Context: an optimization exercise on an open-source flow, tuned for small area. The choices shown serve that exercise and are no tape-out recipe.
Only simulation tests tie the RTL to the original design; equivalence was not proved.
The clock port is modelled as an ideal driver; clocking choices that lean on that would not hold on a real chip.
Power figures rest on the tool's default switching activity, not on a simulated workload.

[design/flow/config.mk]
export PLATFORM = sky130hd
export DESIGN_NAME = music_top
export DESIGN_NICKNAME = music_top
export VERILOG_FILES = /design/flow/design.v
export SDC_FILE = /design/flow/constraint.sdc
export NUM_CORES = 4
export LEC_CHECK = 0
export ABC_AREA = 1
export CAP_MARGIN = 5
export CORE_MARGIN = 2
export CORE_UTILIZATION = 40
export GPL_TIMING_DRIVEN = 0
export SLEW_MARGIN = 5
export SYNTH_HIERARCHICAL = 1
[design/flow/constraint.sdc]
create_clock -name core_clock -period 150.0 [get_ports {clk}]
set_input_delay 30.0000 -clock core_clock [delete_from_list [all_inputs] [get_ports {clk}]]
set_output_delay 30.0000 -clock core_clock [all_outputs]
set_load 0.01 [all_outputs]
[design/flow/design.v]
module music_top(
    input clk,
    input rst,       
    input play,      
    input right_button,
    input left_button,
    input loop,  
    input [7:0] kb_data,     
    input kb_data_valid,     
    input [15:0] sw,
    output [15:0] led,
    output audio_mclk,  
    output audio_lrck,  
    output audio_sck,   
    output audio_sdin,  
    output [6:0] DISPLAY,
    output [3:0] DIGIT
);
    wire [12:0] tick;
    wire display_en, rise_fast, rise_norm, frame_en;
    timebase u_tb(.clk(clk), .rst(rst), .tick(tick), .display_en(display_en),
        .rise_fast(rise_fast), .rise_norm(rise_norm), .frame_en(frame_en));
    wire loop_de, left_de, right_de, play_pause;
    buttons u_btn(.clk(clk), .rst(rst), .play(play), .loop(loop), .left_button(left_button),
        .right_button(right_button), .loop_de(loop_de), .left_de(left_de), .right_de(right_de),
        .play_pause(play_pause));
    wire reverse, fast;
    wire [2:0] loop_width, volume;
    wire [1:0] octave, duty;
    keys u_keys(.clk(clk), .rst(rst), .kb_data(kb_data), .kb_data_valid(kb_data_valid),
        .reverse(reverse), .fast(fast), .loop_width(loop_width), .volume(volume),
        .octave(octave), .duty(duty));
    wire [11:0] ibeat;
    player u_player(.clk(clk), .rst(rst), .en(fast ? rise_fast : rise_norm), .play_pause(play_pause),
        .loop_de(loop_de), .reverse(reverse), .loop_width(loop_width), .ibeat(ibeat));
    leds u_leds(.clk(clk), .rst(rst), .play_pause(play_pause), .ibeat(ibeat), .led(led));
    wire sounding, is_am, is_noise;
    wire [11:0] nd;
    tone_sel u_tone(.ibeat(ibeat), .play_pause(play_pause), .sw(sw), .left_de(left_de),
        .right_de(right_de), .octave(octave), .sounding(sounding), .is_am(is_am),
        .is_noise(is_noise), .nd(nd));
    wire note_clk;
    wire [15:0] am;
    wave u_wave(.clk(clk), .rst(rst), .nd(nd), .duty(duty), .volume(volume),
        .note_clk(note_clk), .am(am));
    wire noise_clk;
    noise u_noise(.clk(clk), .rst(rst), .noise_clk(noise_clk));
    audio_out u_audio(.clk(clk), .rst(rst), .tick(tick), .frame_en(frame_en), .sounding(sounding),
        .is_am(is_am), .is_noise(is_noise), .am(am), .noise_clk(noise_clk), .note_clk(note_clk),
        .volume(volume), .audio_mclk(audio_mclk), .audio_lrck(audio_lrck), .audio_sck(audio_sck),
        .audio_sdin(audio_sdin));
    display u_disp(.clk(clk), .rst(rst), .display_en(display_en), .volume(volume),
        .octave(octave), .loop_width(loop_width), .DIGIT(DIGIT), .DISPLAY(DISPLAY));
endmodule
module timebase(input clk, input rst, output reg [12:0] tick, output display_en,
                output rise_fast, output rise_norm, output frame_en);
    integer i;
    reg [12:0] nxt;
    reg c;
    always @(*) begin
        c = 1'b1;
        for (i = 0; i < 13; i = i + 1) begin
            nxt[i] = tick[i] ^ c;
            c = c & tick[i];
        end
    end
    always @(posedge clk, posedge rst)
        if (rst) tick <= 13'd0;
        else     tick <= nxt;
    assign display_en = (tick[11:0] == 12'hFFF) & ~tick[12];
    assign rise_fast  = (tick[9:0]  == 10'h3FF) & ~tick[10];
    assign rise_norm  = (tick[10:0] == 11'h7FF) & ~tick[11];
    assign frame_en   = (tick[8:0]  == 9'h0FF);
endmodule
module buttons(input clk, input rst, input play, input loop, input left_button,
               input right_button, output loop_de, output left_de, output right_de,
               output reg play_pause);
    reg [2:0] loop_c, lb_c, rb_c;
    localparam [3:0] P8 = 4'b1000, P0 = 4'b1001, C8 = 4'b1111;
    reg [3:0] play_c;
    always @(posedge clk, posedge rst)
        if (rst) begin
            loop_c <= 3'd0; lb_c <= 3'd0; rb_c <= 3'd0;
            play_c <= 4'd0; play_pause <= 1'b0;
        end else begin
            loop_c <= loop ? {loop_c[1] & loop_c[0] | loop_c[2], loop_c[1] ^ loop_c[0] | (&loop_c), ~loop_c[0] | (&loop_c)} : 3'd0;
            lb_c <= left_button ? {lb_c[1] & lb_c[0] | lb_c[2], lb_c[1] ^ lb_c[0] | (&lb_c), ~lb_c[0] | (&lb_c)} : 3'd0;
            rb_c <= right_button ? {rb_c[1] & rb_c[0] | rb_c[2], rb_c[1] ^ rb_c[0] | (&rb_c), ~rb_c[0] | (&rb_c)} : 3'd0;
            if (play) begin
                if (!play_c[3])
                    play_c <= {&play_c[2:0], play_c[2] ^ (&play_c[1:0]), play_c[1] ^ play_c[0], ~play_c[0]};
                else if (play_c == P0)
                    play_c <= 4'd1;
                else
                    play_c <= C8;
            end else
                play_c <= (play_c == 4'd7) ? P0 : 4'd0;
            play_pause <= play_pause ^ (play_c[3] & ~play_c[2]);
        end
    assign loop_de  = &loop_c;
    assign left_de  = &lb_c;
    assign right_de = &rb_c;
endmodule
module keys(input clk, input rst, input [7:0] kb_data, input kb_data_valid,
            output reg reverse, output reg fast, output reg [2:0] loop_width,
            output reg [2:0] volume, output reg [1:0] octave, output reg [1:0] duty);
    localparam [3:0] K_PRE = 4'b0000, K_KEY = 4'b0011, K_BRK = 4'b0001, K_EXT = 4'b0010,
                     K_T5 = 4'b1000, K_T4 = 4'b1100, K_T3 = 4'b1110, K_T2 = 4'b1111, K_T1 = 4'b0111;
    reg [3:0] ks;
    reg [4:0] fid;
    reg is_fkey;
    always @(*) begin
        case (kb_data)
            8'h2D, 8'h72, 8'h7A, 8'h6B, 8'h73, 8'h74, 8'h1A, 8'h22,
            8'h1C, 8'h23, 8'h1D, 8'h1B, 8'h44, 8'h4D, 8'h54: is_fkey = 1'b1;
            default: is_fkey = 1'b0;
        endcase
    end
    always @(posedge clk, posedge rst)
        if (rst) ks <= K_PRE;
        else case (ks)
            K_PRE: if (kb_data_valid && kb_data == 8'hAA) ks <= K_KEY;
            K_KEY: if (kb_data_valid) begin
                if (kb_data == 8'hF0) ks <= K_BRK;
                else if (kb_data == 8'hE0) ks <= K_EXT;
                else if (is_fkey) ks <= K_T5;
            end
            K_BRK: if (kb_data_valid) ks <= K_KEY;
            K_EXT: if (kb_data_valid) ks <= (kb_data == 8'hF0) ? K_BRK : K_KEY;
            K_T5: ks <= K_T4;
            K_T4: ks <= K_T3;
            K_T3: ks <= K_T2;
            K_T2: ks <= K_T1;
            K_T1: ks <= K_KEY;
            default: ks <= K_PRE;
        endcase
    always @(posedge clk)
        if (kb_data_valid) fid <= {kb_data[5:3], kb_data[1:0]};
    wire act = (ks == K_T1);
    wire kR = fid[4] & ~fid[3] & ~fid[1];
    wire k2 = fid[3] & ~fid[2] & fid[1] & ~fid[0];
    wire k3 = fid[4] & fid[3] & fid[2];
    wire k4 = ~fid[3] & fid[2] & fid[1];
    wire k5 = fid[4] & fid[3] & fid[0];
    wire k6 = fid[4] & fid[3] & ~fid[1];
    wire kZ = ~fid[4] & fid[1] & ~fid[0];
    wire kX = fid[4] & ~fid[3] & ~fid[0];
    wire kA = fid[2] & ~fid[1] & ~fid[0];
    wire kD = ~fid[3] & ~fid[2] & fid[0];
    wire kW = fid[3] & ~fid[1] & fid[0];
    wire kS = ~fid[4] & fid[1] & fid[0];
    wire kO = ~fid[4] & ~fid[3] & ~fid[2];
    wire kP = ~fid[4] & ~fid[3] & fid[2];
    wire kB = ~fid[4] & fid[3] & ~fid[2];
    always @(posedge clk, posedge rst)
        if (rst) begin
            reverse <= 1'b0; fast <= 1'b0; loop_width <= 3'd3;
            volume <= 3'd3; octave <= 2'd2; duty <= 2'd0;
        end else if (act) begin
            if (kR) reverse <= ~reverse;
            if (k2) loop_width <= 3'd2;
            if (k3) loop_width <= 3'd3;
            if (k4) loop_width <= 3'd4;
            if (k5) loop_width <= 3'd5;
            if (k6) loop_width <= 3'd6;
            if (kZ) fast <= 1'b0;
            if (kX) fast <= 1'b1;
            if (kA) case (volume)
                3'd5: volume <= 3'd4;
                3'd4: volume <= 3'd3;
                3'd3: volume <= 3'd2;
                default: volume <= 3'd1;
            endcase
            if (kD) case (volume)
                3'd1: volume <= 3'd2;
                3'd2: volume <= 3'd3;
                3'd3: volume <= 3'd4;
                default: volume <= 3'd5;
            endcase
            if (kW) octave <= (octave == 2'd1) ? 2'd2 : 2'd3;
            if (kS) octave <= (octave == 2'd3) ? 2'd2 : 2'd1;
            if (kO) duty <= 2'd0;
            if (kP) duty <= 2'd1;
            if (kB) duty <= 2'd2;
        end
endmodule
module player(input clk, input rst, input en, input play_pause, input loop_de,
              input reverse, input [2:0] loop_width, output reg [11:0] ibeat);
    reg [9:0] bound_hi;
    reg bound_lo;
    wire [11:0] bound = {bound_hi, bound_lo, bound_lo};
    reg [4:0] jump;        
    reg [11:0] rlim;       
    reg [11:0] flim;       
    always @(*) begin
        case (loop_width)
            3'd2: begin jump = 5'd7;  rlim = 12'd59; flim = 12'd4;  end
            3'd3: begin jump = 5'd11; rlim = 12'd55; flim = 12'd8;  end
            3'd4: begin jump = 5'd15; rlim = 12'd51; flim = 12'd12; end
            3'd5: begin jump = 5'd19; rlim = 12'd47; flim = 12'd16; end
            default: begin jump = 5'd23; rlim = 12'd43; flim = 12'd20; end
        endcase
    end
    integer i;
    reg r_gt, f_lt;        
    always @(*) begin
        r_gt = 1'b0; f_lt = 1'b0;
        for (i = 0; i < 12; i = i + 1) begin
            r_gt = (ibeat[i] & ~rlim[i]) | (ibeat[i] & r_gt) | (~rlim[i] & r_gt);
            f_lt = (~ibeat[i] & flim[i]) | (~ibeat[i] & f_lt) | (flim[i] & f_lt);
        end
    end
    wire at_bound = (ibeat == bound);
    wire do_jump = loop_de & at_bound & (reverse ? ~r_gt : ~f_lt);
    wire [11:0] delta = reverse ? (do_jump ? {7'd0, jump} : 12'hFFF)
                                : (do_jump ? ~{7'd0, jump} : 12'd1);
    reg [11:0] moved;
    reg c;
    always @(*) begin
        c = ~reverse & do_jump;
        for (i = 0; i < 12; i = i + 1) begin
            moved[i] = ibeat[i] ^ delta[i] ^ c;
            c = (ibeat[i] & delta[i]) | (c & (ibeat[i] ^ delta[i]));
        end
    end
    wire beat_hi = (ibeat[11:6] != 6'd0) | (&ibeat[5:0]);    
    wire beat_zero = (ibeat == 12'd0);
    wire [11:0] next_ibeat = do_jump ? moved :
                             reverse ? (beat_zero ? 12'd63 : moved) :
                                       (beat_hi ? 12'd0 : moved);
    always @(posedge clk, posedge rst)
        if (rst) begin
            ibeat <= 12'd0; bound_hi <= 10'd0; bound_lo <= 1'b0;
        end else if (en && play_pause) begin
            ibeat <= next_ibeat;
            if (!loop_de) begin
                if (reverse) begin
                    bound_hi <= ibeat[11:2]; bound_lo <= 1'b0;
                end else if (!beat_hi) begin
                    bound_hi <= ibeat[11:2]; bound_lo <= 1'b1;
                end else begin
                    bound_hi <= 10'd0; bound_lo <= 1'b0;
                end
            end
        end
endmodule
module leds(input clk, input rst, input play_pause, input [11:0] ibeat, output [15:0] led);
    reg [3:0] led_step;
    reg led_all;
    always @(posedge clk, posedge rst)
        if (rst) begin
            led_step <= 4'd0; led_all <= 1'b0;
        end else if (play_pause) begin
            led_step <= ibeat[5:2]; led_all <= (ibeat[11:6] != 6'd0);
        end
    genvar gi;
    generate for (gi = 0; gi < 16; gi = gi + 1) begin : g_led
        assign led[15 - gi] = led_all | (led_step == gi);
    end endgenerate
endmodule
module tone_sel(input [11:0] ibeat, input play_pause, input [15:0] sw, input left_de,
                input right_de, input [1:0] octave, output sounding, output is_am,
                output reg is_noise, output [11:0] nd);
    wire [3:0] step = ibeat[5:2];
    wire in_song = (ibeat[11:6] == 6'd0);
    reg [2:0] tone;        
    reg gated;             
    always @(*) begin
        gated = 1'b1;
        case (step)
            4'd0:  begin tone = 3'd0; gated = 1'b0; end
            4'd1:  tone = 3'd1;
            4'd2:  tone = 3'd2;
            4'd3:  tone = 3'd0;
            4'd4:  tone = 3'd3;
            4'd5:  tone = 3'd4;
            4'd6:  begin tone = 3'd5; gated = 1'b0; end
            4'd7:  tone = 3'd6;
            4'd8:  tone = 3'd7;
            4'd9:  tone = 3'd3;
            4'd10: begin tone = 3'd0; gated = 1'b0; end
            4'd11: tone = 3'd0;
            4'd12: begin tone = 3'd3; gated = 1'b0; end
            4'd13: tone = 3'd0;
            4'd14: begin tone = 3'd3; gated = 1'b0; end
            default: tone = 3'd6;
        endcase
    end
    assign sounding = play_pause & in_song & sw[~step] & ~(gated & left_de);
    reg [11:0] tdiv;
    always @(*) begin
        case ({octave, tone})
            {2'd1, 3'd0}: tdiv = 12'd3846;
            {2'd1, 3'd1}: tdiv = 12'd1612;
            {2'd1, 3'd2}: tdiv = 12'd1515;
            {2'd1, 3'd3}: tdiv = 12'd3424;
            {2'd1, 3'd4}: tdiv = 12'd2032;
            {2'd1, 3'd5}: tdiv = 12'd2873;
            {2'd1, 3'd6}: tdiv = 12'd1908;
            {2'd1, 3'd7}: tdiv = 12'd2272;
            {2'd3, 3'd0}: tdiv = 12'd961;
            {2'd3, 3'd1}: tdiv = 12'd401;
            {2'd3, 3'd2}: tdiv = 12'd378;
            {2'd3, 3'd3}: tdiv = 12'd850;
            {2'd3, 3'd4}: tdiv = 12'd506;
            {2'd3, 3'd5}: tdiv = 12'd714;
            {2'd3, 3'd6}: tdiv = 12'd477;
            {2'd3, 3'd7}: tdiv = 12'd568;
            {2'd2, 3'd0}: tdiv = 12'd1923;
            {2'd2, 3'd1}: tdiv = 12'd803;
            {2'd2, 3'd2}: tdiv = 12'd757;
            {2'd2, 3'd3}: tdiv = 12'd1700;
            {2'd2, 3'd4}: tdiv = 12'd1012;
            {2'd2, 3'd5}: tdiv = 12'd1428;
            {2'd2, 3'd6}: tdiv = 12'd954;
            {2'd2, 3'd7}: tdiv = 12'd1136;
            default: tdiv = 12'd0;
        endcase
    end
    assign nd = sounding ? tdiv : 12'd1;
    assign is_am = (step == 4'd11) | (step == 4'd13);
    always @(*) begin
        case (step)
            4'd0, 4'd6, 4'd10: is_noise = left_de;
            4'd4, 4'd12: is_noise = 1'b1;
            4'd14: is_noise = left_de | right_de;
            default: is_noise = 1'b0;
        endcase
    end
endmodule
module wave(input clk, input rst, input [11:0] nd, input [1:0] duty, input [2:0] volume,
            output reg note_clk, output reg [15:0] am);
    reg [11:0] pcnt;
    reg up;
    reg [1:0] am_c;            
    wire [11:0] duty_thr = (duty == 2'd0) ? {3'd0, nd[11:3]} :
                           (duty == 2'd1) ? {2'd0, nd[11:2]} : {1'b0, nd[11:1]};
    wire [11:0] half = {1'b0, nd[11:1]};
    integer i;
    reg run, lt_duty, lt_half, c;
    reg [11:0] pinc;
    always @(*) begin
        run = 1'b0; lt_duty = 1'b0; lt_half = 1'b0; c = 1'b1;
        for (i = 0; i < 12; i = i + 1) begin
            run = (~pcnt[i] & nd[i]) | (~pcnt[i] & run) | (nd[i] & run);
            lt_duty = (~pcnt[i] & duty_thr[i]) | (~pcnt[i] & lt_duty) | (duty_thr[i] & lt_duty);
            lt_half = (~pcnt[i] & half[i]) | (~pcnt[i] & lt_half) | (half[i] & lt_half);
            pinc[i] = pcnt[i] ^ c;
            c = c & pcnt[i];
        end
    end
    wire am_hit = nd[11] ? (am_c == 2'd1) : (am_c == 2'd0);
    reg [15:0] vol_step;
    always @(*) begin
        case (volume)
            3'd1: vol_step = 16'd80;
            3'd2: vol_step = 16'd120;
            3'd3: vol_step = 16'd150;
            3'd4: vol_step = 16'd200;
            default: vol_step = 16'd250;
        endcase
    end
    reg [15:0] vol_neg;
    always @(*) begin
        case (volume)
            3'd1: vol_neg = 16'hFFB0;
            3'd2: vol_neg = 16'hFF88;
            3'd3: vol_neg = 16'hFF6A;
            3'd4: vol_neg = 16'hFF38;
            default: vol_neg = 16'hFF06;
        endcase
    end
    wire [15:0] am_add = am[15] ? (up ? vol_step : vol_neg) : 16'd0;
    reg [15:0] am_next;
    reg ac;
    always @(*) begin
        ac = 1'b1;
        for (i = 0; i < 16; i = i + 1) begin
            am_next[i] = ~am[i] ^ am_add[i] ^ ac;
            ac = (~am[i] & am_add[i]) | (ac & (~am[i] ^ am_add[i]));
        end
    end
    always @(posedge clk)
        if (run) begin
            note_clk <= lt_duty;
            up <= lt_half;
        end else
            up <= 1'b1;
    always @(posedge clk, posedge rst)
        if (rst) begin
            pcnt <= 12'd0; am_c <= 2'd0; am <= 16'd1;
        end else if (run) begin
            pcnt <= pinc;
            if (am_hit) begin
                am_c <= 2'd0;
                am <= am_next;
            end else
                am_c <= (am_c == 2'd0) ? 2'd1 : 2'd2;
        end else begin
            pcnt <= 12'd0; am_c <= 2'd0; am <= 16'd1;
        end
endmodule
module noise(input clk, input rst, output reg noise_clk);
    reg [3:0] rnd;
    reg [6:0] nq;
    reg nfirst;
    reg [6:0] nthr;       
    always @(*) begin
        case (rnd)
            4'd1: nthr = 7'd127;
            4'd2: nthr = nfirst ? 7'd66 : 7'd65;
            4'd3: nthr = 7'd44;
            4'd4: nthr = 7'd33;
            4'd5: nthr = 7'd26;
            4'd6: nthr = 7'd22;
            4'd7: nthr = nfirst ? 7'd20 : 7'd19;
            4'd8: nthr = 7'd17;
            4'd9: nthr = 7'd15;
            4'd10: nthr = 7'd13;
            4'd11: nthr = 7'd12;
            4'd12: nthr = 7'd11;
            4'd13: nthr = 7'd10;
            4'd14: nthr = 7'd9;
            default: nthr = nfirst ? 7'd9 : 7'd8;
        endcase
    end
    integer i;
    reg lt, c;
    reg [6:0] qinc;
    always @(*) begin
        lt = 1'b0; c = 1'b1;
        for (i = 0; i < 7; i = i + 1) begin
            lt = (~nq[i] & nthr[i]) | (~nq[i] & lt) | (nthr[i] & lt);
            qinc[i] = nq[i] ^ c;
            c = c & nq[i];
        end
    end
    wire rnd15 = &rnd;
    always @(posedge clk, posedge rst)
        if (rst) begin
            rnd <= 4'b1100; nq <= 7'd0; nfirst <= 1'b1;
        end else begin
            rnd <= {rnd[1] ^ rnd[0], rnd[3:1]};
            if (rnd15 && nq == 7'd69) begin
                nq <= 7'd0; nfirst <= 1'b0;
            end else if (rnd15)
                nq <= qinc;
        end
    always @(posedge clk)
        if (!(rnd15 && nq == 7'd69)) noise_clk <= lt;
endmodule
module audio_out(input clk, input rst, input [12:0] tick, input frame_en, input sounding,
                 input is_am, input is_noise, input [15:0] am, input noise_clk, input note_clk,
                 input [2:0] volume, output audio_mclk, output audio_lrck, output audio_sck,
                 output audio_sdin);
    reg [3:0] top;
    always @(*) begin
        if (is_am)
            top = am[15:12];
        else if (is_noise)
            top = noise_clk ? 4'h6 : 4'hA;
        else case (volume)
            3'd1: top = note_clk ? 4'h1 : 4'hF;
            3'd2: top = note_clk ? 4'h2 : 4'hE;
            3'd3: top = note_clk ? 4'h4 : 4'hC;
            3'd4: top = note_clk ? 4'h5 : 4'hB;
            default: top = note_clk ? 4'h6 : 4'hA;
        endcase
    end
    reg [15:0] audio;
    reg am_cap, snd_cap;
    always @(posedge clk)
        if (frame_en) audio <= {top, am[11:0]};
    always @(posedge clk, posedge rst)
        if (rst) begin
            am_cap <= 1'b0; snd_cap <= 1'b0;
        end else if (frame_en) begin
            am_cap <= sounding & is_am; snd_cap <= sounding;
        end
    assign audio_mclk = tick[1];
    assign audio_lrck = tick[8];
    assign audio_sck = 1'b1;
    wire [15:0] audio_rev = {audio[1], audio[2], audio[3], audio[4], audio[5], audio[6],
                             audio[7], audio[8], audio[9], audio[10], audio[11], audio[12],
                             audio[13], audio[14], audio[15], audio[0]};
    wire low_bit = ~(tick[6] | tick[5] | tick[4]) | tick[7] | (tick[6] & (tick[5] | tick[4]));    
    assign audio_sdin = (low_bit ? am_cap : snd_cap) & audio_rev[tick[7:4]];
endmodule
module display(input clk, input rst, input display_en, input [2:0] volume, input [1:0] octave,
               input [2:0] loop_width, output [3:0] DIGIT, output reg [6:0] DISPLAY);
    reg [2:0] value;
    reg [1:0] idx;
    reg started;
    always @(posedge clk, posedge rst)
        if (rst) begin
            value <= 3'd0; idx <= 2'd0; started <= 1'b0;
        end else if (display_en) begin
            started <= 1'b1;
            if (started) begin
                idx <= idx + 2'd1;
                case (idx)
                    2'd0: value <= 3'd0;
                    2'd1: value <= volume;
                    2'd2: value <= {1'b0, octave};
                    default: value <= loop_width;
                endcase
            end else
                value <= 3'd0;
        end
    assign DIGIT = {~(started & (idx == 2'd3)), ~(started & (idx == 2'd2)),
                    ~(started & (idx == 2'd1)), ~(started & (idx == 2'd0))};
    always @(*) begin
        case (value)
            3'd1: DISPLAY = 7'b111_1001;
            3'd2: DISPLAY = 7'b010_0100;
            3'd3: DISPLAY = 7'b011_0000;
            3'd4: DISPLAY = 7'b001_1001;
            3'd5: DISPLAY = 7'b001_0010;
            3'd6: DISPLAY = 7'b000_0010;
            3'd7: DISPLAY = 7'b001_0010;    
            default: DISPLAY = 7'b011_1111;
        endcase
    end
endmodule
[design/flow/flow/run.sh]
#!/bin/bash
# Own layout flow: the standard ORFS flow (standard.sh) with
#  - a different ABC mapping script for the area-oriented synthesis
#    (flow/abc_area.script: &deepsyn, then repeated &dch/&nf area mapping),
#    and arithmetic left to ABC (no separate half/full adder mapping),
#  - port buffers made with the smallest buffer cell (buf_1),
#  - a clock tree of small buffers, without dummy loads, whose buffers are
#    then sized up where the flip-flop clock slew needs it (flow/cts_post.tcl).
# Registers, floorplan, power grid, tap cells, placement, routing and
# finishing are the standard flow's.  Every tool's output is kept in
# orfs/logs (ORFS's per-step logs) and in flow_make.log here.
set -euo pipefail
W=$(pwd)
S="$W/scripts_mod"
rm -rf "$S"
mkdir -p "$S"
cp -r "$FLOW_HOME/scripts/." "$S/"
cp "$W/flow/abc_area.script" "$S/abc_area.script"
bash "$W/standard.sh" \
  "SCRIPTS_DIR=$S" \
  "ADDER_MAP_FILE=" \
  "SYNTH_INSBUF=0" \
  "BUFFER_PORTS_ARGS=-buffer_cell sky130_fd_sc_hd__buf_1" \
  "CTS_ARGS=$(cat "$W/flow/cts_args")" \
  "POST_CTS_TCL=$W/flow/cts_post.tcl" \
  finish > "$W/flow_make.log" 2>&1
[design/flow/flow/abc_area.script]
&get -n
&st
&deepsyn -T 30
&dch -f
&nf -R 1000 -p
&st
&dch -f
&nf -R 1000 -p
&put
[design/flow/flow/cts_args]
-sink_clustering_enable -repair_clock_nets -dont_use_dummy_load -root_buf sky130_fd_sc_hd__clkbuf_4 -buf_list sky130_fd_sc_hd__clkbuf_2
[design/flow/flow/cts_post.tcl]
set clk_sizes {sky130_fd_sc_hd__clkbuf_1 sky130_fd_sc_hd__clkbuf_2 sky130_fd_sc_hd__clkbuf_4 sky130_fd_sc_hd__clkbuf_8 sky130_fd_sc_hd__clkbuf_16}
set clk_slew_lim 0.115
estimate_parasitics -placement
for {set iter 0} {$iter < 8} {incr iter} {
  set changed 0
  foreach inst [[ord::get_db_block] getInsts] {
    set idx [lsearch $clk_sizes [[$inst getMaster] getName]]
    if {$idx < 0 || $idx == [expr {[llength $clk_sizes] - 1}]} continue
    set net [[$inst findITerm X] getNet]
    if {$net == "NULL"} continue
    set w 0
    foreach it [$net getITerms] {
      if {[$it isInputSignal] || [[$it getMTerm] getName] == "CLK"} {
        set s [get_property [get_pins "[[$it getInst] getName]/[[$it getMTerm] getName]"] slew_max]
        if {$s > $w} {set w $s}
      }
    }
    if {$w > $clk_slew_lim} {
      replace_cell [$inst getName] [lindex $clk_sizes [expr {$idx + 1}]]
      incr changed
    }
  }
  estimate_parasitics -placement
  puts "clock buffer sizing pass $iter: $changed resized"
  if {$changed == 0} break
}
detailed_placement
check_placement -verbose
estimate_parasitics -placement
[design/flow/standard.sh]
#!/bin/bash
# synth_recipe.tcl (not shown) runs the flow's synth.tcl, then flattens the netlist and writes it again
# the make line also repeats each setting of config.mk as NAME=value (left out here)
make -C /OpenROAD-flow-scripts/flow DESIGN_CONFIG=/design/flow/config.mk WORK_HOME=/design/flow/orfs CLKGATE_MAP_FILE= SYNTH_SCRIPT=/design/flow/synth_recipe.tcl "${@:-finish}"
==> results of run 1 <==
==> worst reg2reg max path: cells and delay by family (launching register included) <==
family                     cells  cell delay, ns
AOI/OAI and AO/OA             12            3.57
and+or+nand+nor                9            1.89
adders and majority gates      4            1.08
DFF                            1            0.84
muxes                          1            0.45
xor gates and xnor gates       1            0.32
buffers and inverters          1            0.30
==> per-stage QoR <==
stage,cells,power [uW]
2_1_floorplan,911,82.7
3_3_place_gp,1241,91.8
3_5_place_dp,1242,93.0
5_1_grt,1259,120
6_report,1259,111
==> routing by layer <==
metal	wire, um	GRT usage (%)	up-vias
met5	0	0	-
met4	433	6.73	0
met3	1100	4.75	31
met2	8220	27.4	144
met1	9250	25.5	3225
li1	-	-	3480
==> cells by family (layout without fill, tap and decap cells) <==
logic type / Yosys count / in the layout
mux: 20 / 20
flops: 145 / 145
fa+ha+maj: 10 / 10
other cells: 1 / 1
simple gates: 341 / 341
buf+inv: 61 / 139
xor+xnor: 46 / 46
compound gates: 287 / 287
==> where the power goes <==
| group | switching, uW | internal (uW) |
|---|---|---|
| combinational | 21.5 | 18.5 |
| clock | 12.0 | 7.06 |
| sequential | 6.95 | 45.2 |
==> final cells by class <==
type	instances	area (um^2)
Sequential cell	145	3750
Fill cell	2018	11300
Timing Repair Buffer	61	236
Tap cell	270	338
Multi-Input combinational cell	705	4260
Clock buffer	17	164
Inverter	61	229
==> cell usage after synthesis, types with 5 or more instances <==
master      n  area, um^2
mux2i_1    13         130
a32o_1      5        50.1
a21boi_0    6        45.0
and2_0     13        81.3
maj3_1     10         100
nand3_1    21         105
xor2_1     10        87.6
or2_0      10        62.6
o22ai_1    15        93.8
nand2_1    95         357
and3_1     17         106
nor3_1     16        80.1
clkinv_1   61         229
edfxtp_1   23         691
xnor2_1    36         315
o221ai_1    6        52.6
a31oi_1    12        75.1
a21o_1     15         113
mux2_1      7        78.8
o21a_1      9        67.6
nor2b_1    35         219
nand4_1     5        31.3
a211oi_1    5        37.5
nor2_1     94         353
a31o_1      9        78.8
dfrtp_1   112        2800
nand2b_1   15        93.8
a21oi_1    63         315
dfstp_2     9         236
a221oi_1   10        87.6
a22o_1     15         131
a22oi_1     9        67.6
o21ai_0    69         345
==> per-module statistics from Yosys (local to each module, per instance), excerpt <==
module     cells inside  flip-flops and latches  copies in the design  area (um^2)
wave                243                      32                     1         2050
player              147                      23                     1         1310
keys                111                      21                     1         1070
audio_out            65                      18                     1          807
tone_sel            104                       0                     1          573
buttons              53                      14                     1          568
timebase             43                      13                     1          509
music_top             1                       0                     1         11.3
==> worst paths after layout <==
kind,from,end
setup / recovery,sw[13],u_wave.am[7]$_DFFE_PP0P_
hold / removal,u_wave.am_c[1]$_DFF_PP0_,u_wave.am_c[0]$_DFF_PP0_
setup reg to reg,u_player.ibeat[4]$_DFFE_PP0P_,u_wave.am[7]$_DFFE_PP0P_
hold reg to reg,u_wave.am_c[1]$_DFF_PP0_,u_wave.am_c[0]$_DFF_PP0_
max in group asynchronous,rst,u_wave.pcnt[0]$_DFF_PP0_
min in group asynchronous,rst,u_audio.snd_cap$_DFFE_PP0P_
==> registers in the layout (all words and copies together) (netlist names), 4 cells and up <==
signal and cells:
u_keys.fid 5, u_btn.play_c 4, u_player.ibeat 12, u_audio.audio 16, u_noise.rnd 4, u_tb.tick 13
u_leds.led_step 4, u_keys.ks 4, u_wave.pcnt 12, u_wave.am 16, u_player.bound_hi 10, u_noise.nq 7
==> results_dict.tcl, run 1 <==
set metrics [dict create \
    hold_ws_ns 0.426 \
    num_vias 6880 \
    slew_viol_final 0 \
    status "timing/DRC/antenna clean" \
    seq_area_frac_synth_pct 45.5 \
    diodes 0 \
    crit_path_end_kind "register" \
    muxShareOfSynthArea_pct 2.54 \
    cts_tree "done" \
    hold_depth 1 \
    cp-start-kind "input port" \
    path_clk_slew_ns 0.11 \
    p_per_area_mw_per_mm2 12.4 \
    ys.flop_type "dfrtp_1" \
    area_growth_pct 8.99 \
    rsz0062_at_grt "false" \
    wl_per_cell_um 15.1 \
    ff2ff_path_depth 28 \
    synth.distinct_cells 64 \
    path_buf_inv 1 \
    fmax_ghz 0.0272 \
    final_nets 1022 \
    synthSimpleGateAreaFrac_pct 19.9 \
    place_congestion 0.841 \
    place_hpwl_mm 14.1 \
    critPathRequiredTime_ns 150.29 \
    io-pin-count 62 \
    yosysWarningCount 16 \
    layout_commonest_cell "dfrtp_1" \
    synth_edf_count 23 \
    p_leak_uw 0.00356 \
    die_y_um 147 \
    reg2reg_slack_ns 141.47 \
    final_area_mm2 0.00898 \
    antenna_found_initial 0 \
    hold_viol_final 0 \
    grt_max_degree 31 \
    cpPeakStageDelay_ns 0.88 \
    layout_common_cells "dfrtp_1, nand2_1, nor2_1" \
    slew_headroom_pct 29.7 \
    synth.avg_cell_area_um2 9.04 \
    wl_mm 19.0 \
    place_area_mm2 0.00881 \
    drive_gt1_share_pct 2.93 \
    vias_per_cell 5.46 \
    setup_viol_count_final 0 \
    drc 0 \
    row_count 52 \
    hold_class "register to register" \
    syn_inst 911 \
    synth_xor_area_share_pct 4.89 \
    irDropWorstVdd_v 0.00000647 \
    dr.pass1.iters 5 \
    async_flop_share_pct 83.4 \
    synthAdderAreaFrac_pct 1.22 \
    synth_compound_area_share_pct 23.1 \
    netlist_area_mm2 0.00824 \
    grt_pass1_wl_mm 32.3 \
    port_buffers 60 \
    worst_path_dominant_cell_family "compound AO/OA/AOI/OAI gates" \
    grtUsageTotal_pct 18.2 \
    worstMarginPinSlew_ns 1.05 \
    antenna_left 0 \
    setup-tns-final_ns 0 \
    grt_pass1_vias 6581 \
    fin_skew_ns 0.0364 \
    cts_sinks 145 \
    drv_cap 0 \
    worstSetupPathType "input port to register" \
    fin_util_pct 44.4 \
    clock_latency_ns 0.37 \
    crit_top_cell "o21ai_0" \
    core_area_mm2 0.0202 \
    arrival_ns 37.08 \
    start_util_pct 40.7 \
    synth_top_family_by_area "compound AO/OA/AOI/OAI gates" \
    fin_crit_ns 36.79 \
    ys_seq_elements 145 \
    cp_max_fo 8 \
    fp.dieW_um 147 \
    synth_nets 942 \
    place_ws_ns 112.88 \
    cp_slowest_cell "o21ai_0" \
    die_area_mm2 0.0218 \
    drt_iter0_drc 458 \
    cp.depth 27 \
    fin_crit_sh_pct 24.5 \
    worst_slack_ns 113.21 \
    grt_overflow 0 \
]
==> run 2: changes to the inputs <==
--- a/design/flow/design.v
+++ b/design/flow/design.v
@@ -82,8 +82,8 @@
         if (rst) begin
-            loop_c <= 3'd0; lb_c <= 3'd0; rb_c <= 3'd0;
+            loop_c <= 3'b110; lb_c <= 3'b110; rb_c <= 3'b110;
             play_c <= 4'd0; play_pause <= 1'b0;
         end else begin
-            loop_c <= loop ? {loop_c[1] & loop_c[0] | loop_c[2], loop_c[1] ^ loop_c[0] | (&loop_c), ~loop_c[0] | (&loop_c)} : 3'd0;
-            lb_c <= left_button ? {lb_c[1] & lb_c[0] | lb_c[2], lb_c[1] ^ lb_c[0] | (&lb_c), ~lb_c[0] | (&lb_c)} : 3'd0;
-            rb_c <= right_button ? {rb_c[1] & rb_c[0] | rb_c[2], rb_c[1] ^ rb_c[0] | (&rb_c), ~rb_c[0] | (&rb_c)} : 3'd0;
+            loop_c <= loop ? {loop_c[1:0], loop_c[0] ? (loop_c[1] | loop_c[2]) : ~loop_c[2]} : 3'b110;
+            lb_c <= left_button ? {lb_c[1:0], lb_c[0] ? (lb_c[1] | lb_c[2]) : ~lb_c[2]} : 3'b110;
+            rb_c <= right_button ? {rb_c[1:0], rb_c[0] ? (rb_c[1] | rb_c[2]) : ~rb_c[2]} : 3'b110;
             if (play) begin
==> results_dict.tcl, run 2 <==
set metrics [dict create \
    switching_share_pct 36.3 \
    p_per_area_mw_per_mm2 12.0 \
    die_area_mm2 0.0217 \
    arrival_ns 34.83 \
    reg2reg_slack_ns 143.58 \
    slew_headroom_pct 33.2 \
    io-pin-count 62 \
    critPathRequiredTime_ns 150.32 \
    worstMarginPinSlew_ns 0.991 \
    grt_pass1_vias 6344 \
    place_area_mm2 0.00877 \
    use_met3_pct 3.70 \
    wl_per_cell_um 15.0 \
    crit_chain "buf_1 -> nand3_1 -> a31oi_1 -> a21oi_1 -> nand2_1 -> and3_1 -> nand2_1 -> o21a_1 -> nor3_1 -> clkinv_1 -> maj3_1 -> a21oi_1 -> o22ai_1 -> a21oi_1 -> o221ai_1 -> o221ai_1 -> o221ai_1 -> o221ai_1 -> o221ai_1 -> o221ai_1 -> o21ai_2 -> o21ai_0 -> a22o_1" \
    place_hpwl_mm 13.7 \
    wl_mm 18.7 \
    hold_viol_final 0 \
    fp.dieW_um 147 \
    comb_power_share_pct 33.3 \
    irDropWorstVdd_v 0.00000444 \
    vias_per_cell 5.54 \
    reg_top3 "u_audio.audio x16, u_wave.am x16, u_tb.tick x13" \
    cts_sinks 145 \
    r2r-end "u_wave.am[6]$_DFFE_PP0P_" \
    place_congestion 0.837 \
    hold_ws_ns 0.409 \
    synth_nets 935 \
    port_buffers 60 \
    synth_edf_count 23 \
    layout_commonest_cell "dfrtp_1" \
    ys.flop_type "dfrtp_1" \
    worst_slack_ns 115.49 \
    ff2ff_path_depth 24 \
    fin_crit_ns 34.51 \
    status "timing/DRC/antenna clean" \
    yosysWarningCount 16 \
    seq_area_frac_synth_pct 45.8 \
    fmax_ghz 0.0290 \
    antenna_left 0 \
    cp_slowest_cell "o21ai_0" \
    core_area_mm2 0.0202 \
    hold_class "register to register" \
    synth_area_leaders "dfrtp_1, edfxtp_1, dfstp_2" \
    p_switching_uw 39.2 \
    synth.avg_cell_area_um2 9.07 \
    async_flop_share_pct 83.4 \
    p_seq_share_pct 48.8 \
    drc 0 \
    diodes 0 \
    cp_max_fo 20 \
    hp-start "u_noise.rnd[3]$_DFF_PP1_" \
    drt_iter0_drc 480 \
    crit_path_end_kind "register" \
    slew_viol_final 0 \
    ys_seq_elements 145 \
    final_area_mm2 0.00897 \
    die_y_um 147 \
    synth.distinct_cells 60 \
    path_clk_slew_ns 0.11 \
    met2_usage_pct 27.2 \
    antenna_found_initial 0 \
    hold_depth 0 \
    grt_overflow 0 \
    fin_skew_ns 0.0393 \
    start_util_pct 40.7 \
    worstSetupPathType "input port to register" \
    netlist_area_mm2 0.00820 \
    p_int_uw 68.7 \
    place_ws_ns 115.07 \
    synth_top_area_cell "dfrtp_1" \
    grt_pass1_wl_mm 31.3 \
    setup-tns-final_ns 0 \
    min_to "u_noise.rnd[2]$_DFF_PP1_" \
    pwr-share-clk_pct 17.9 \
    fin_crit_sh_pct 23.0 \
    r2r-start "u_player.ibeat[4]$_DFFE_PP0P_" \
    setup_viol_count_final 0 \
    drive_gt1_share_pct 3.77 \
    clock_latency_ns 0.37 \
    p_leak_uw 0.00351 \
    finalPower_uw 108 \
    crit_top_cell "o221ai_1" \
    drv_cap 0 \
    layout_common_cells "dfrtp_1, nand2_1, nor2_1" \
    cp-start-kind "input port" \
    syn_inst 904 \
    dr.pass1.iters 5 \
    cpPeakStageDelay_ns 0.88 \
    area_growth_pct 9.34 \
    rsz0062_at_grt "false" \
    grt_max_degree 31 \
    grt.busiest_layer "met2" \
    row_count 52 \
    final_nets 1015 \
    netlist.area_leader.share_pct 32.3 \
    grtUsageTotal_pct 17.7 \
    netlist_top_cells_count "dfrtp_1, nand2_1, nor2_1" \
    yosysMostFrequentCell "dfrtp_1" \
    cts_tree "done" \
    use_met1_pct 26.1 \
    num_vias 6933 \
]
## run 2: cell count changes in the layout (fill, tap and decap cells not counted), moves of 4 or more
cell / delta
a22o_1: -4
maj3_1: -5
a22oi_1: -4
dfstp_2: +6
o211ai_1: +4
o221ai_1: +9
nand2b_1: +6
and2_0: -8
a21oi_1: +14
o21ai_0: -7
dfrtp_1: -6
nor2b_1: -4
nor2_1: -6
## run 2: through the flow
step | util [%] | cells
floorplan | - | 904
detailed placement | 43.5 | 1234
global placement | 43.4 | 1234
global route | 44.5 | 1252
finish | 44.5 | 1252
## run 2: routing by layer
| metal | vias to the layer above | share of wire [%] |
|---|---|---|
| met5 | - | 0 |
| met4 | 0 | 0.69 |
| met3 | 9 | 4.4 |
| met2 | 148 | 45 |
| met1 | 3299 | 50 |
| li1 | 3477 | - |
## run 2: final cells by class
type                       instances  area (um^2)
clock buffer                      17          168
fill                            1968        11200
inverter                          61          229
multi-input combinational        698         4220
sequential                       145         3760
tap                              270          338
timing repair buffer              61          253
## run 2: critical path, delay by kind of cell
family / cells / cell delay (ns)
buffers and inverters: 2 / 0.30
AOI/OAI and AO/OA: 15 / 3.08
adders and majority gates: 1 / 0.34
and+or+nand+nor: 5 / 1.11
## run 2: per-module statistics from Yosys, one instance, submodules excluded
module | cells inside | flip-flops and latches | copies in the design | cell area [um^2]
noise | 72 | 13 | 1 | 658
player | 147 | 23 | 1 | 1310
leds | 36 | 5 | 1 | 359
wave | 242 | 32 | 1 | 2050
tone_sel | 99 | 0 | 1 | 539
keys | 111 | 21 | 1 | 1070
buttons | 52 | 14 | 1 | 554
display | 36 | 6 | 1 | 322
timebase | 43 | 13 | 1 | 509
music_top | 1 | 0 | 1 | 11.3
audio_out | 65 | 18 | 1 | 816
## run 2: worst max path at each step
| stage | from | endpoint | slack [ns] | cells after the start |
|---|---|---|---|---|
| 2_1_floorplan | sw[10] | u_wave.am[6]$_DFFE_PP0P_ | 115.97 | 21 |
| 3_3_place_gp | sw[6] | u_wave.am[6]$_DFFE_PP0P_ | 114.30 | 23 |
| 3_5_place_dp | sw[6] | u_wave.am[6]$_DFFE_PP0P_ | 115.07 | 23 |
| 5_1_grt | sw[6] | u_wave.am[7]$_DFFE_PP0P_ | 114.98 | 24 |
| 6_report | sw[6] | u_wave.am[6]$_DFFE_PP0P_ | 115.49 | 23 |
## run 2: power groups by stage
stage / logic, uW / clock network [uW] / registers [uW]
floorplan: 28.8 / 0 / 51.0
global placement: 35.4 / 0 / 53.2
detailed placement: 36.1 / 0 / 53.4
global route: 41.0 / 21.7 / 53.7
finish: 35.9 / 19.3 / 52.6
## run 2: cells by family after synthesis
| family | synth area share, % |
|---|---|
| buffers and inverters | 2.79 |
| multiplexers | 3.10 |
| flip-flops | 45.8 |
| adder cells (fa/ha/maj) | 0.610 |
| AND/OR/NAND/NOR | 20.1 |
| AO/OA/AOI/OAI | 22.7 |
| XOR/XNOR | 4.81 |
| other | 0.0457 |

-- what the ideal ports hide --
No port has a modelled driver above. Below, the same layouts with a new extraction and two added sets of constraints. Step 1 (the two cells are an assumption about what drives the block):
set clk [get_ports {clk}]
set_driving_cell -lib_cell sky130_fd_sc_hd__clkbuf_16 $clk
set_driving_cell -lib_cell sky130_fd_sc_hd__buf_2 [delete_from_list [all_inputs] $clk]
Step 2 adds t to the input delays and takes it off the output delays; t is the mean of the earliest and latest rising clock arrival at the registers after step 1. Input paths then give back, and output paths get back, about the clock's delay inside the block. Slacks: ideal ports / drivers / drivers and shift; pairs: ideal ports / drivers.
run	t (ns)	slack for setup (ns)	hold WS [ns]
run 1	0.397	113.209 / 113.225 / 112.828	0.426 / 0.426 / 0.426
run 2	0.398	115.491 / 115.508 / 115.110	0.409 / 0.409 / 0.409
After both steps setup and hold are still met in every run listed.
